From an optimization exercise on the open Yosys and OpenROAD flow, aimed at small area, a short achievable clock period and few clock cycles per item; shortcuts taken in it are not production practice. RTL that was checked went through simulation tests only; none was proved equivalent to the original.

==> module geofence, before the edit <==
module geofence ( clk,reset,X,Y,valid,is_inside);
  input clk;
  input reset;
  input [9:0] X;
  input [9:0] Y;
  output reg valid;
  output reg is_inside;
  reg  [3:0]  cnt;
  reg  [9:0]  px, py;                   
  reg  [10:0] spx, spy, sqx, sqy;       
  reg  [10:0] cpx, cpy;                 
  reg  [10:0] vcx, vcy;                 
  reg         gc;                       
  reg  [10:0] ax, ay, bx, by;           
  reg         has_l, has_r, hit;
  reg         last, c_act;              
  wire [10:0] dx1 = {1'b0, X} - {1'b0, px};
  wire [10:0] dy1 = {1'b0, Y} - {1'b0, py};
  wire [9:0]  dx2 = px - X;
  wire [9:0]  dy2 = py - Y;
  wire [10:0] dx = {dx1[10], dx1[10] ? dx2 : dx1[9:0]};
  wire [10:0] dy = {dy1[10], dy1[10] ? dy2 : dy1[9:0]};
  wire s_neg, s_zero;
  xsm u_s (.ax(spx), .ay(spy), .bx(sqx), .by(sqy), .neg(s_neg), .zero(s_zero));
  wire c_neg, c_zero;
  xsm u_c (.ax(cpx), .ay(cpy), .bx(vcx), .by(vcy), .neg(c_neg), .zero(c_zero));
  wire c_pos = ~c_neg & ~c_zero;
  wire upd_a = c_act & ~gc & (~has_l | c_neg);
  wire upd_b = c_act &  gc & (~has_r | c_pos);
  wire [10:0] ax_n = upd_a ? vcx : ax;
  wire [10:0] ay_n = upd_a ? vcy : ay;
  wire [10:0] bx_n = upd_b ? vcx : bx;
  wire [10:0] by_n = upd_b ? vcy : by;
  wire pre_last = (cnt == 4'd7);
  wire use_b_n = s_neg ^ pre_last;      
  wire ok_ab = has_l & has_r & ~s_neg;
  wire ok_5  = gc ? (has_l & ~c_pos) : (has_r & ~c_neg);
  wire fin_l = has_l | ~gc;
  wire fin_r = has_r | gc;
  wire res = fin_l & fin_r & (hit | ok_ab | ok_5);
  always @(posedge clk or posedge reset) begin
    if (reset) begin
      cnt <= 4'd0;
    end else begin
      cnt <= (cnt == 4'd9) ? 4'd0 : cnt + 4'd1;
    end
  end
  always @(posedge clk) begin
    valid <= last;
    is_inside <= res;
    last <= pre_last;
    c_act <= (cnt >= 4'd3) && (cnt <= 4'd6);
    if (cnt == 4'd0) begin px <= X; py <= Y; end
    if (pre_last) begin spx <= bx_n; spy <= by_n; end
    else begin spx <= dx; spy <= dy; end
    if (cnt == 4'd1) begin sqx <= dx; sqy <= dy; end
    else if (pre_last) begin sqx <= ax_n; sqy <= ay_n; end
    vcx <= spx; vcy <= spy;
    gc <= s_neg;
    if (use_b_n) begin cpx <= bx_n; cpy <= by_n; end
    else begin cpx <= ax_n; cpy <= ay_n; end
    ax <= ax_n; ay <= ay_n; bx <= bx_n; by <= by_n;
    if (cnt == 4'd1) hit <= 1'b0;
    else if (cnt >= 4'd2 && cnt <= 4'd6 && X == px && Y == py) hit <= 1'b1;
    if (cnt == 4'd3) begin has_l <= 1'b0; has_r <= 1'b0; end
    else begin
      if (upd_a) has_l <= 1'b1;
      if (upd_b) has_r <= 1'b1;
    end
  end
endmodule
Settings: LEC_CHECK=0, CAP_MARGIN=20, CORE_MARGIN=2, CORE_UTILIZATION=40, SETUP_SLACK_MARGIN=5, SLEW_MARGIN=20, SYNTH_HIERARCHICAL=1, SYNTH_MINIMUM_KEEP_SIZE=0; clock period 12.0 ns.
run.sh (not shown) runs the stock make flow with config.mk's settings and CLKGATE_MAP_FILE= SYNTH_SCRIPT=/design/flow/synth_recipe.tcl, a recipe that flattens the netlist after the stock synthesis.
The first run completed with no timing, DRC or antenna violations.
Testbench counts at the start, summed over its fixed seeds: cycles 9,592, items 960.
Rerun with:
--- a/flow/design.v
+++ b/flow/design.v
@@ -5,42 +5,44 @@
   input [9:0] Y;
   output reg valid;
   output reg is_inside;
   reg  [3:0]  cnt;
   reg  [9:0]  px, py;                   
   reg  [10:0] spx, spy, sqx, sqy;       
-  reg  [10:0] cpx, cpy;                 
   reg  [10:0] vcx, vcy;                 
   reg         gc;                       
-  reg  [10:0] ax, ay, bx, by;           
-  reg         has_l, has_r, hit;
+  reg  [10:0] curx, cury, othx, othy;   
+  reg         has_cur, has_oth, hit;
   reg         last, c_act;              
   wire [10:0] dx1 = {1'b0, X} - {1'b0, px};
   wire [10:0] dy1 = {1'b0, Y} - {1'b0, py};
   wire [9:0]  dx2 = px - X;
   wire [9:0]  dy2 = py - Y;
   wire [10:0] dx = {dx1[10], dx1[10] ? dx2 : dx1[9:0]};
   wire [10:0] dy = {dy1[10], dy1[10] ? dy2 : dy1[9:0]};
   wire s_neg, s_zero;
   xsm u_s (.ax(spx), .ay(spy), .bx(sqx), .by(sqy), .neg(s_neg), .zero(s_zero));
   wire c_neg, c_zero;
-  xsm u_c (.ax(cpx), .ay(cpy), .bx(vcx), .by(vcy), .neg(c_neg), .zero(c_zero));
+  xsm u_c (.ax(curx), .ay(cury), .bx(vcx), .by(vcy), .neg(c_neg), .zero(c_zero));
   wire c_pos = ~c_neg & ~c_zero;
-  wire upd_a = c_act & ~gc & (~has_l | c_neg);
-  wire upd_b = c_act &  gc & (~has_r | c_pos);
-  wire [10:0] ax_n = upd_a ? vcx : ax;
-  wire [10:0] ay_n = upd_a ? vcy : ay;
-  wire [10:0] bx_n = upd_b ? vcx : bx;
-  wire [10:0] by_n = upd_b ? vcy : by;
+  wire upd = c_act & (~has_cur | (gc ? c_pos : c_neg));
+  wire [10:0] nx = upd ? vcx : curx;    
+  wire [10:0] ny = upd ? vcy : cury;
+  wire n_has = has_cur | c_act;
   wire pre_last = (cnt == 4'd7);
-  wire use_b_n = s_neg ^ pre_last;      
-  wire ok_ab = has_l & has_r & ~s_neg;
-  wire ok_5  = gc ? (has_l & ~c_pos) : (has_r & ~c_neg);
-  wire fin_l = has_l | ~gc;
-  wire fin_r = has_r | gc;
-  wire res = fin_l & fin_r & (hit | ok_ab | ok_5);
+  wire g_next = s_neg ^ pre_last;
+  wire keep = (g_next == gc);
+  wire [10:0] curx_n = keep ? nx : othx;
+  wire [10:0] cury_n = keep ? ny : othy;
+  wire [10:0] othx_n = keep ? othx : nx;
+  wire [10:0] othy_n = keep ? othy : ny;
+  wire has_cur_n = keep ? n_has : has_oth;
+  wire has_oth_n = keep ? has_oth : n_has;
+  wire ok_ab = has_cur & has_oth & ~s_neg;
+  wire ok_5  = gc ? ~c_pos : ~c_neg;
+  wire res = has_cur & (hit | ok_ab | ok_5);
   always @(posedge clk or posedge reset) begin
     if (reset) begin
       cnt <= 4'd0;
     end else begin
       cnt <= (cnt == 4'd9) ? 4'd0 : cnt + 4'd1;
     end
@@ -48,28 +50,26 @@
   always @(posedge clk) begin
     valid <= last;
     is_inside <= res;
     last <= pre_last;
     c_act <= (cnt >= 4'd3) && (cnt <= 4'd6);
     if (cnt == 4'd0) begin px <= X; py <= Y; end
-    if (pre_last) begin spx <= bx_n; spy <= by_n; end
-    else begin spx <= dx; spy <= dy; end
-    if (cnt == 4'd1) begin sqx <= dx; sqy <= dy; end
-    else if (pre_last) begin sqx <= ax_n; sqy <= ay_n; end
+    if (pre_last) begin
+      spx <= s_neg ? othx_n : curx_n; spy <= s_neg ? othy_n : cury_n;
+      sqx <= s_neg ? curx_n : othx_n; sqy <= s_neg ? cury_n : othy_n;
+    end else begin
+      spx <= dx; spy <= dy;
+      if (cnt == 4'd1) begin sqx <= dx; sqy <= dy; end
+    end
     vcx <= spx; vcy <= spy;
     gc <= s_neg;
-    if (use_b_n) begin cpx <= bx_n; cpy <= by_n; end
-    else begin cpx <= ax_n; cpy <= ay_n; end
-    ax <= ax_n; ay <= ay_n; bx <= bx_n; by <= by_n;
+    curx <= curx_n; cury <= cury_n; othx <= othx_n; othy <= othy_n;
+    if (cnt == 4'd3) begin has_cur <= 1'b0; has_oth <= 1'b0; end
+    else begin has_cur <= has_cur_n; has_oth <= has_oth_n; end
     if (cnt == 4'd1) hit <= 1'b0;
     else if (cnt >= 4'd2 && cnt <= 4'd6 && X == px && Y == py) hit <= 1'b1;
-    if (cnt == 4'd3) begin has_l <= 1'b0; has_r <= 1'b0; end
-    else begin
-      if (upd_a) has_l <= 1'b1;
-      if (upd_b) has_r <= 1'b1;
-    end
   end
 endmodule
 module xsm (input [10:0] ax, input [10:0] ay, input [10:0] bx, input [10:0] by, output neg, output zero);
   wire p1 = ax[0] & by[0];
   wire p2 = ax[0] & by[1];
   wire p3 = ax[0] & by[2];
Effect: Maximum frequency goes down by about 0.5%; area after synthesis fell by about 1.3%; register-to-register slack got worse by 0.03 ns; first-iteration DRC count came out higher by about 35%; via count rises by 7.4%; clock-buffer cell count came out higher by 3; non-clock buffer count came out higher by 30; design area is higher by 1.1%; wire length goes up by 4.0%.
For the second run of this note, only the layout was checked, not whether the RTL still works.

==> static timing again, ports no longer ideal <==
In the flow no input, the clock included, has a driving cell. The finished layouts below were timed again as built, in two steps.
Step 1: set_driving_cell puts a clkbuf_16 on clk and a buf_2 on each other input, an assumption about the parent block.
Step 2, shift: input delay + t, output delay - t, t = (earliest + latest rising clock arrival at the registers) / 2. This alone moves slack from input paths to output paths.
Slacks: ideal ports / drivers / drivers and shift; pairs: ideal ports / drivers.
| run | t, ns | setup slack, ns | clock arrival spread, ns | worst slew at a driven data input, ns |
|---|---|---|---|---|
| the first run | 0.469 | 5.237 / 5.237 / 5.237 | 0.014 / 0.015 | 0.04 |
| the second run | 0.474 | 5.205 / 5.205 / 5.205 | 0.014 / 0.014 | 0.04 |
After both steps setup and hold are still met in every run listed.
